Context: an optimization exercise on an open-source flow, tuned for small area and a short achievable clock period. The choices shown serve that exercise and are no tape-out recipe.
At most, simulation tests tie the RTL to the original design; equivalence was not proved.
No activity file was given, so power comes from the tool's default toggle rates.

==> flow/design.v (excerpt) <==
module topmodule (
	input clk, rst,
	output [31:0] PC_out, RD1, RD2,
	output wire [31:0] Inst,
	output REGWr,
	output [3:0] ALUCnt,
	output [31:0] ALUOutW, ReadDataW,
	input [31:0] InstrF,
	output [31:0] DataAdrM, WriteDataM,
	output MemWriteM,
	input [31:0] ReadDataM);
Settings: LEC_CHECK=0, CAP_MARGIN=25, CORE_MARGIN=2, CORE_UTILIZATION=50, SLEW_MARGIN=25; clock period 10.0 ns.
standard.sh (not shown) runs the stock make flow with config.mk's settings and CLKGATE_MAP_FILE= SYNTH_SCRIPT=/design/flow/synth_recipe.tcl, a recipe that flattens the netlist after the stock synthesis.
==> flow/flow/run.sh <==
#!/bin/bash
set -euo pipefail
cd "$(dirname "$0")/.."
bash standard.sh \
  "BUFFER_PORTS_ARGS=-buffer_cell sky130_fd_sc_hd__buf_1" \
  MATCH_CELL_FOOTPRINT=0 \
  SETUP_SLACK_MARGIN=6.4 \
  "CTS_ARGS=-sink_clustering_enable -repair_clock_nets -dont_use_dummy_load -sink_clustering_size 25 -sink_clustering_max_diameter 70" \
  finish > flow_make.log 2>&1
The first run produced a clean layout.
Edit:
--- a/flow/design.v
+++ b/flow/design.v
@@ -147,23 +147,33 @@
 		alucE <= alucD; condE <= instD[31:28]; flagwE <= flagwD;
 		regwE <= regwD; memwE <= isSTR; pcsE <= pcsD;
 	end
 end
 wire        isSub = alucE[1];
 wire [31:0] bx    = srcbE;                  
-wire [32:0] sum   = {1'b0, rd1E} + {1'b0, bx} + {32'd0, isSub};
-reg  [31:0] aluout;
-always @* begin
-	case (alucE)
-	4'b0100, 4'b0010: aluout = sum[31:0];
-	4'b1100:          aluout = rd1E | srcbE;
-	4'b1101:          aluout = srcbE;
-	default:          aluout = rd1E & srcbE;
-	endcase
-end
-wire fC = isSub ? ~sum[31] : sum[32];
+wire [31:0] ag = rd1E & bx, ap = rd1E ^ bx;
+reg  [31:0] G, P;
+integer d, j, b;
+always @* begin
+	G = {ag[31:1], ag[0] | (ap[0] & isSub)};
+	P = ap;
+	for (d = 1; d < 32; d = d * 2)
+		for (b = 0; b < 32; b = b + 1)
+			if (b & d) begin
+				j = (b & ~(d - 1)) - 1;        
+				G[b] = G[b] | (P[b] & G[j]);
+				P[b] = P[b] & P[j];
+			end
+end
+wire [32:0] carry = {G, isSub};
+wire [31:0] sum   = ap ^ carry[31:0];
+wire opArith = ~alucE[3] & (alucE[2] | alucE[1]);
+wire opOrr   = alucE[3] & ~alucE[0];
+wire opMov   = alucE[3] &  alucE[0];
+wire [31:0] aluout = opArith ? sum : ((ag & {32{~opMov}}) | (ap & {32{opOrr}}) | (bx & {32{opMov}}));
+wire fC = isSub ? ~sum[31] : carry[32];
 wire fV = (rd1E[31] == bx[31]) & (sum[31] != rd1E[31]);
 wire [3:0] flags = {nzp ? aluM[31] : flagr[3],
                     nzp ? (aluM == 32'd0) : flagr[2],
                     cvp ? cM : flagr[1],
                     cvp ? vM : flagr[0]};
 reg condex;
Outcome:
- maximum frequency increases by 1.6%
- routed wire length decreases by 3.2%
- power increases by about 1.4%
- setup slack gains 0.059 ns
- final area decreases by 4.1%
- register-to-register slack gains 0.06 ns
- clock skew hardly moves
- core utilization increases by 0.81 points
- die area decreases by about 5.4%
- sequential share of layout area increases by 2.2 points
- final cell count decreases by 6.4%
- clock-buffer cell count increases by 3

* * *

== run a ==
topmodule again, from the RTL that the note above started with.
export LEC_CHECK = 0
export CAP_MARGIN = 20
export CORE_MARGIN = 2
export CORE_UTILIZATION = 50
export SLEW_MARGIN = 20
create_clock -name core_clock -period 10.0 [get_ports {clk}]
==> flow/flow/run.sh <==
#!/bin/bash
set -euo pipefail
cd "$(dirname "$0")/.."
bash standard.sh \
  "BUFFER_PORTS_ARGS=-buffer_cell sky130_fd_sc_hd__buf_2" \
  MATCH_CELL_FOOTPRINT=0 \
  SETUP_SLACK_MARGIN=6.4 \
  "CTS_ARGS=-sink_clustering_enable -repair_clock_nets -dont_use_dummy_load -sink_clustering_size 25 -sink_clustering_max_diameter 70" \
  finish > flow_make.log 2>&1
Input changes introduced in run b (baseline for comparison: run a):
-- flow/design.v --
<<< run a, line 20
reg        regwM, memwM, memtoregM, pcsM, blM;
reg [31:0] aluW, rdataW;               
reg        regwW, memtoregW, pcsW;
reg [3:0]  flagr;                      
reg        nzp, cvp;                   
reg        cM, vM;                     
reg [15:0] sel1, sel2;                 
reg [14:0] valid;                      
reg [4:0]  amtD, shamtD;               
>>> run b, line 20
reg        regwM, memwM, memtoregM, pcsM, blM;
reg [31:0] aluW, rdataW;               
reg        regwW, memtoregW, pcsW, blW;
reg [3:0]  flagr;                      
reg        nzp, cvp;                   
reg        cM, vM;                     
reg [15:0] sel1;                       
reg [31:0] pre2;                       
reg        hit2, r15s2;                
reg [14:0] valid;                      
reg [4:0]  amtD, shamtD;               
<<< run a, line 44
wire [31:0] resultW = memtoregW ? rdataW : aluW;
wire [31:0] pcnext  = pcsW ? resultW : pc4;
wire [31:0] instF = InstrF;
wire [14:0] wevec;
>>> run b, line 46
wire [31:0] resultW = memtoregW ? rdataW : aluW;
wire [31:0] pcnext  = pcsW ? resultW : pc4;
wire [31:0] wdW     = blW ? pcF : resultW;    
wire [31:0] instF = InstrF;
wire [14:0] wevec;
<<< run a, line 59
	instD   <= rst ? 32'd0 : instF;
	sel1    <= rst ? 16'd0 : ((16'd1 << ra1F) & {1'b1, vnext});
	sel2    <= rst ? 16'd0 : ((16'd1 << ra2F) & {1'b1, vnext});
	valid   <= rst ? 15'd0 : vnext;
	shamtD  <= rst ? 5'd0 : shamtF;
>>> run b, line 62
	instD   <= rst ? 32'd0 : instF;
	sel1    <= rst ? 16'd0 : ((16'd1 << ra1F) & {1'b1, vnext});
	pre2    <= rst ? 32'd0 : pre2F;
	hit2    <= ~rst & (|(oh2F[14:0] & wevec));
	r15s2   <= ~rst & oh2F[15];
	valid   <= rst ? 15'd0 : vnext;
	shamtD  <= rst ? 5'd0 : shamtF;
<<< run a, line 66
	alusrcD <= ~rst & (dpF ? instF[25] : (instF[27:26] == 2'b01) | (instF[27:26] == 2'b10));
	subD    <= ~rst & subF;
end
wire [1:0] op    = instD[27:26];
>>> run b, line 71
	alusrcD <= ~rst & (dpF ? instF[25] : (instF[27:26] == 2'b01) | (instF[27:26] == 2'b10));
	subD    <= ~rst & subF;
end
wire [15:0] oh2F = 16'd1 << ra2F;
reg  [31:0] pre2F;
integer k;
always @* begin
	pre2F = 32'd0;
	for (k = 0; k < 15; k = k + 1)
		pre2F = pre2F | ({32{oh2F[k] & valid[k] & ~wevec[k]}} & rf[k*32 +: 32]);
end
wire [1:0] op    = instD[27:26];
<<< run a, line 106
always @* begin
	rv1 = {32{sel1[15]}} & pc4;
	rv2 = {32{sel2[15]}} & pc4;
	for (i = 0; i < 15; i = i + 1) begin
		rv1 = rv1 | ({32{sel1[i]}} & rf[i*32 +: 32]);
		rv2 = rv2 | ({32{sel2[i]}} & rf[i*32 +: 32]);
	end
end
>>> run b, line 119
always @* begin
	rv1 = {32{sel1[15]}} & pc4;
	rv2 = ({32{r15s2}} & pc4) | ({32{hit2}} & wdW) | pre2;
	for (i = 0; i < 15; i = i + 1) begin
		rv1 = rv1 | ({32{sel1[i]}} & rf[i*32 +: 32]);
	end
end
<<< run a, line 227
	if (rst) begin
		aluW <= 32'd0; rdataW <= 32'd0; regwW <= 1'b0; pcsW <= 1'b0;
	end else begin
		aluW <= aluM; rdataW <= ReadDataM; regwW <= regwM; pcsW <= pcsM;
	end
end
>>> run b, line 239
	if (rst) begin
		aluW <= 32'd0; rdataW <= 32'd0; regwW <= 1'b0; pcsW <= 1'b0;
		blW  <= 1'b0;
	end else begin
		aluW <= aluM; rdataW <= ReadDataM; regwW <= regwM; pcsW <= pcsM;
		blW  <= blM;
	end
end
### Flow results
Looking at start point of the critical path, the sel2[3] result is from run a; the InstrF[27] one comes from run b. Row number of sinks handled by clock tree synthesis: run b higher / run a lower. Met3 demand-to-capacity share in global routing in run b vs run a: down 0.77 points. Density: run b denser than run a. Run a ended up with nor2_2 as its slowest stage cell on the critical path; run b ended up with mux2i_4. From run a to run b the numbers moved as follows: die area up 0.81%; number of global-route vias before repair up 0.91%; combinational group power up about 12%.
No functional check of the RTL was part of run b.

* * *

## the baseline
The RTL this note starts from:
==> flow/design.v <==
module topmodule (
	input clk, rst,
	output [31:0] PC_out, RD1, RD2,
	output wire [31:0] Inst,
	output REGWr,
	output [3:0] ALUCnt,
	output [31:0] ALUOutW, ReadDataW,
	input [31:0] InstrF,
	output [31:0] DataAdrM, WriteDataM,
	output MemWriteM,
	input [31:0] ReadDataM);
reg [31:0] pcF;                        
reg [31:0] instD;                      
reg [31:0] rd1E, rd2E, srcbE;          
reg [3:0]  alucE, condE, waE;          
reg [1:0]  flagwE;
reg        regwE, memwE, memtoregE, pcsE, blE;
reg [31:0] aluM, wdataM;               
reg [3:0]  waM;
reg        regwM, memwM, memtoregM, pcsM, blM;
reg [31:0] aluW, rdataW;               
reg        regwW, memtoregW, pcsW;
reg [3:0]  flagr;                      
reg        nzp, cvp;                   
reg        cM, vM;                     
reg [15:0] sel1, sel2;                 
reg [14:0] valid;                      
reg [4:0]  amtD, shamtD;               
reg [1:0]  shD;                        
reg        alusrcD, subD;              
wire [479:0] rf;                       
assign PC_out     = pcF;
assign Inst       = instD;
assign RD1        = rd1E;
assign RD2        = rd2E;
assign ALUCnt     = alucE;
assign DataAdrM   = aluM;
assign WriteDataM = wdataM;
assign MemWriteM  = memwM;
assign ALUOutW    = aluW;
assign ReadDataW  = rdataW;
assign REGWr      = regwW;
wire [31:0] pc4     = {pcF[31:2] + 30'd1, pcF[1:0]};
wire [31:0] resultW = memtoregW ? rdataW : aluW;
wire [31:0] pcnext  = pcsW ? resultW : pc4;
wire [31:0] instF = InstrF;
wire [14:0] wevec;
wire [14:0] vnext = valid | wevec;
wire        strF  = (instF[27:26] == 2'b01) & ~instF[20];
wire [3:0]  ra1F  = instF[19:16];
wire [3:0]  ra2F  = strF ? instF[15:12] : instF[3:0];
wire        bxF   = (instF[27:4] == 24'h12FFF1);
wire        dpF   = (instF[27:26] == 2'b00) & ~bxF;
wire [4:0]  shamtF = dpF ? instF[11:7] : 5'd0;
wire [1:0]  shF    = dpF ? instF[6:5]  : 2'd0;
wire        subF   = dpF & (instF[23:21] == 3'b010);    
always @(posedge clk) begin
	pcF     <= rst ? 32'd0 : pcnext;
	instD   <= rst ? 32'd0 : instF;
	sel1    <= rst ? 16'd0 : ((16'd1 << ra1F) & {1'b1, vnext});
	sel2    <= rst ? 16'd0 : ((16'd1 << ra2F) & {1'b1, vnext});
	valid   <= rst ? 15'd0 : vnext;
	shamtD  <= rst ? 5'd0 : shamtF;
	shD     <= rst ? 2'd0 : shF;
	amtD    <= rst ? 5'd0 : ((shF == 2'b00) ? (5'd0 - shamtF) : shamtF);
	alusrcD <= ~rst & (dpF ? instF[25] : (instF[27:26] == 2'b01) | (instF[27:26] == 2'b10));
	subD    <= ~rst & subF;
end
wire [1:0] op    = instD[27:26];
wire [3:0] cmd   = instD[24:21];
wire       sbit  = instD[20];
wire [3:0] rn    = instD[19:16];
wire [3:0] rd    = instD[15:12];
wire [3:0] rm    = instD[3:0];
wire isBX  = (instD[27:4] == 24'h12FFF1);
wire isDP  = (op == 2'b00) & ~isBX;
wire isMem = (op == 2'b01);
wire isSTR = isMem & ~instD[20];
wire isLDR = isMem &  instD[20];
wire isBr  = (op == 2'b10);
wire isBL  = isBr & instD[24];
wire isCMP = (cmd == 4'b1010);
wire regwD = (isDP & ~isCMP) | isLDR | isBL;
wire pcsD  = ((rd == 4'd15) & regwD) | isBr | isBX;
reg [3:0] alucD;
reg [1:0] flagwD;
always @* begin
	if (isDP) begin
		case (cmd)
		4'b0100: begin alucD = 4'b0100; flagwD = sbit ? 2'b11 : 2'b00; end
		4'b0010: begin alucD = 4'b0010; flagwD = sbit ? 2'b11 : 2'b00; end
		4'b0000: begin alucD = 4'b0000; flagwD = sbit ? 2'b10 : 2'b00; end
		4'b1100: begin alucD = 4'b1100; flagwD = sbit ? 2'b10 : 2'b00; end
		4'b1101: begin alucD = 4'b1101; flagwD = sbit ? 2'b10 : 2'b00; end
		4'b1010: begin alucD = 4'b0010; flagwD = 2'b11; end
		default: begin alucD = 4'b1101; flagwD = 2'b00; end
		endcase
	end else begin
		alucD  = (isBr | isBX) ? 4'b1101 : 4'b0100;
		flagwD = 2'b00;
	end
end
genvar gi;
reg [31:0] rv1, rv2;
integer i;
always @* begin
	rv1 = {32{sel1[15]}} & pc4;
	rv2 = {32{sel2[15]}} & pc4;
	for (i = 0; i < 15; i = i + 1) begin
		rv1 = rv1 | ({32{sel1[i]}} & rf[i*32 +: 32]);
		rv2 = rv2 | ({32{sel2[i]}} & rf[i*32 +: 32]);
	end
end
reg [31:0] extimm;
always @* begin
	if (isMem)     extimm = {20'd0, instD[11:0]};
	else if (isBr) extimm = {{6{instD[23]}}, instD[23:0], 2'b00};
	else           extimm = {24'd0, instD[7:0]};
end
wire [31:0] srcb    = alusrcD ? extimm : rv2;
wire [31:0] srcx = srcb ^ {32{subD}};
wire [4:0]  amt  = amtD;
wire [4:0]  shamt = shamtD;
wire [1:0]  sh   = shD;
wire        lsl  = (sh == 2'b00);
wire [31:0] r0   = amt[0] ? {srcx[0],    srcx[31:1]} : srcx;
wire [31:0] r1   = amt[1] ? {r0[1:0],   r0[31:2]}   : r0;
wire [31:0] r2   = amt[2] ? {r1[3:0],   r1[31:4]}   : r1;
wire [31:0] r3   = amt[3] ? {r2[7:0],   r2[31:8]}   : r2;
wire [31:0] r4   = amt[4] ? {r3[15:0],  r3[31:16]}  : r3;
wire [31:0] mr   = {32{1'b1}} >> shamt;    
wire [31:0] ml   = {32{1'b1}} << shamt;    
wire [31:0] keep = (sh == 2'b11) ? {32{1'b1}} : (lsl ? ml : mr);
wire        fill = ((sh == 2'b10) & srcb[31]) ^ subD;
wire [31:0] shifted = (r4 & keep) | ({32{fill}} & ~keep);
always @(posedge clk) begin
	rd1E  <= rst ? 32'd0 : rv1;
	rd2E  <= rst ? 32'd0 : rv2;
	srcbE <= shifted;
	waE   <= isBL ? 4'd14 : rd;
	blE   <= isBL;
	memtoregE <= isLDR;
	if (rst) begin
		alucE <= 4'd0; condE <= 4'd0; flagwE <= 2'd0;
		regwE <= 1'b0; memwE <= 1'b0; pcsE <= 1'b0;
	end else begin
		alucE <= alucD; condE <= instD[31:28]; flagwE <= flagwD;
		regwE <= regwD; memwE <= isSTR; pcsE <= pcsD;
	end
end
wire        isSub = alucE[1];
wire [31:0] bx    = srcbE;                  
wire [32:0] sum   = {1'b0, rd1E} + {1'b0, bx} + {32'd0, isSub};
reg  [31:0] aluout;
always @* begin
	case (alucE)
	4'b0100, 4'b0010: aluout = sum[31:0];
	4'b1100:          aluout = rd1E | srcbE;
	4'b1101:          aluout = srcbE;
	default:          aluout = rd1E & srcbE;
	endcase
end
wire fC = isSub ? ~sum[31] : sum[32];
wire fV = (rd1E[31] == bx[31]) & (sum[31] != rd1E[31]);
wire [3:0] flags = {nzp ? aluM[31] : flagr[3],
                    nzp ? (aluM == 32'd0) : flagr[2],
                    cvp ? cM : flagr[1],
                    cvp ? vM : flagr[0]};
reg condex;
always @* begin
	case (condE)
	4'b0000: condex = flags[2];
	4'b0001: condex = ~flags[2];
	4'b0010: condex = flags[1];
	4'b0011: condex = ~flags[1];
	4'b0100: condex = flags[3];
	4'b0101: condex = ~flags[3];
	4'b0110: condex = flags[0];
	4'b0111: condex = ~flags[0];
	4'b1000: condex = ~flags[2] & flags[1];
	4'b1001: condex = flags[2] | ~flags[1];
	4'b1010: condex = ~(flags[3] ^ flags[0]);
	4'b1011: condex = flags[3] ^ flags[0];
	4'b1100: condex = ~flags[2] & ~(flags[3] ^ flags[0]);
	4'b1101: condex = flags[2] | (flags[3] ^ flags[0]);
	default: condex = 1'b1;
	endcase
end
always @(posedge clk) begin
	cM <= fC;
	vM <= fV;
	if (rst) begin
		flagr <= 4'd0; nzp <= 1'b0; cvp <= 1'b0;
	end else begin
		flagr <= flags;
		nzp   <= flagwE[1] & condex;
		cvp   <= flagwE[0] & condex;
	end
end
always @(posedge clk) begin
	wdataM    <= rd2E;
	waM       <= waE;
	blM       <= blE;
	memtoregM <= memtoregE;
	if (rst) begin
		aluM <= 32'd0; regwM <= 1'b0; memwM <= 1'b0; pcsM <= 1'b0;
	end else begin
		aluM  <= aluout;
		regwM <= regwE & condex;
		memwM <= memwE & condex;
		pcsM  <= pcsE & condex;
	end
end
wire [31:0] wd   = blM ? pcnext : (memtoregM ? ReadDataM : aluM);
generate
	for (gi = 0; gi < 15; gi = gi + 1) begin : g_rf
		wire wen = regwM & (waM == gi);
		assign wevec[gi] = wen;
		reg [31:0] r;
		always @(posedge clk)
			if (wen) r <= wd;
		assign rf[gi*32 +: 32] = r;
	end
endgenerate
always @(posedge clk) begin
	memtoregW <= memtoregM;
	if (rst) begin
		aluW <= 32'd0; rdataW <= 32'd0; regwW <= 1'b0; pcsW <= 1'b0;
	end else begin
		aluW <= aluM; rdataW <= ReadDataM; regwW <= regwM; pcsW <= pcsM;
	end
end
endmodule
Settings: LEC_CHECK=0, CAP_MARGIN=20, CORE_MARGIN=2, CORE_UTILIZATION=50, SLEW_MARGIN=20; clock period 10.0 ns.
==> flow/flow/run.sh <==
#!/bin/bash
set -euo pipefail
cd "$(dirname "$0")/.."
bash standard.sh \
  "BUFFER_PORTS_ARGS=-buffer_cell sky130_fd_sc_hd__buf_2" \
  MATCH_CELL_FOOTPRINT=0 \
  SETUP_SLACK_MARGIN=6.2 \
  "CTS_ARGS=-sink_clustering_enable -repair_clock_nets -dont_use_dummy_load -sink_clustering_size 20 -sink_clustering_max_diameter 60" \
  finish > flow_make.log 2>&1
Changes in the candidate relative to the baseline:
--- a/flow/design.v
+++ b/flow/design.v
@@ -23,9 +23,8 @@
 reg [3:0]  flagr;                      
 reg        nzp, cvp;                   
 reg        cM, vM;                     
 reg [15:0] sel1, sel2;                 
-reg [14:0] valid;                      
 reg [4:0]  amtD, shamtD;               
 reg [1:0]  shD;                        
 reg        alusrcD, subD;              
 wire [479:0] rf;                       
@@ -43,10 +42,8 @@
 wire [31:0] pc4     = {pcF[31:2] + 30'd1, pcF[1:0]};
 wire [31:0] resultW = memtoregW ? rdataW : aluW;
 wire [31:0] pcnext  = pcsW ? resultW : pc4;
 wire [31:0] instF = InstrF;
-wire [14:0] wevec;
-wire [14:0] vnext = valid | wevec;
 wire        strF  = (instF[27:26] == 2'b01) & ~instF[20];
 wire [3:0]  ra1F  = instF[19:16];
 wire [3:0]  ra2F  = strF ? instF[15:12] : instF[3:0];
 wire        bxF   = (instF[27:4] == 24'h12FFF1);
@@ -56,11 +53,10 @@
 wire        subF   = dpF & (instF[23:21] == 3'b010);    
 always @(posedge clk) begin
 	pcF     <= rst ? 32'd0 : pcnext;
 	instD   <= rst ? 32'd0 : instF;
-	sel1    <= rst ? 16'd0 : ((16'd1 << ra1F) & {1'b1, vnext});
-	sel2    <= rst ? 16'd0 : ((16'd1 << ra2F) & {1'b1, vnext});
-	valid   <= rst ? 15'd0 : vnext;
+	sel1    <= rst ? 16'd1 : (16'd1 << ra1F);
+	sel2    <= rst ? 16'd1 : (16'd1 << ra2F);
 	shamtD  <= rst ? 5'd0 : shamtF;
 	shD     <= rst ? 2'd0 : shF;
 	amtD    <= rst ? 5'd0 : ((shF == 2'b00) ? (5'd0 - shamtF) : shamtF);
 	alusrcD <= ~rst & (dpF ? instF[25] : (instF[27:26] == 2'b01) | (instF[27:26] == 2'b10));
@@ -211,15 +207,15 @@
 		pcsM  <= pcsE & condex;
 	end
 end
 wire [31:0] wd   = blM ? pcnext : (memtoregM ? ReadDataM : aluM);
+wire [31:0] wdr  = wd & {32{~rst}};
 generate
 	for (gi = 0; gi < 15; gi = gi + 1) begin : g_rf
-		wire wen = regwM & (waM == gi);
-		assign wevec[gi] = wen;
+		wire wen = rst | (regwM & (waM == gi));
 		reg [31:0] r;
 		always @(posedge clk)
-			if (wen) r <= wd;
+			if (wen) r <= wdr;
 		assign rf[gi*32 +: 32] = r;
 	end
 endgenerate
 always @(posedge clk) begin
==> notes.md <==
Compared to the baseline, the candidate leaves less free space in the core. Relative to the baseline, mux share of post-synthesis cell area decreased by 0.32 points in the candidate. Row path depth of the worst reg2reg path: the candidate higher / the baseline lower. Result: PASS for each of the candidate and the baseline. Going from the baseline to the candidate, routed wire length went up about 0.9%; number of inverters outside the clock class in the layout went up; met3 layer usage reported by global route climbed 3.1 points; average vias per placed instance up 1.5%. Time the worst path needs with I/O delays and setup ended up 39 ps higher on the candidate than on the baseline.

[afterwards: timing with drivers on the ports]
The flow's constraints put no driver on any port. The routed layouts listed below were extracted and timed again, unchanged, in two steps.
Step 1 sets driving cells, clkbuf_16 on the clock port and buf_2 on the other inputs (assumed; they add their load-dependent delay and slew).
Step 2 adds t to the input delays and takes it off the output delays; t is the mean of the earliest and latest rising clock arrival at the registers after step 1. Input paths then give back, and output paths get back, about the clock's delay inside the block.
Slacks: ideal / step 1 / step 2; pairs: ideal / step 1.
run	shift t [ns]	slack for setup (ns)	hold slack, ns	worst setup path after step 2
the first run of note 1	0.694	6.328 / 6.328 / 5.904	0.330 / 0.330 / 0.330	input to register
the second run of note 1	0.701	6.387 / 6.387 / 5.858	0.321 / 0.321 / 0.321	input to register
run a	0.700	6.386 / 6.386 / 5.869	0.321 / 0.321 / 0.321	input to register
run b	0.681	6.227 / 6.236 / 5.555	0.331 / 0.331 / 0.331	input to register
the baseline	0.685	6.177 / 6.177 / 5.854	0.281 / 0.281 / 0.281	input to register
the candidate	0.679	6.138 / 6.138 / 5.570	0.332 / 0.332 / 0.332	input to register
After both steps every run listed still meets setup and hold. For run b, which loses most, drivers alone change the setup slack by +0.009 ns; drivers and shift together by -0.672 ns.
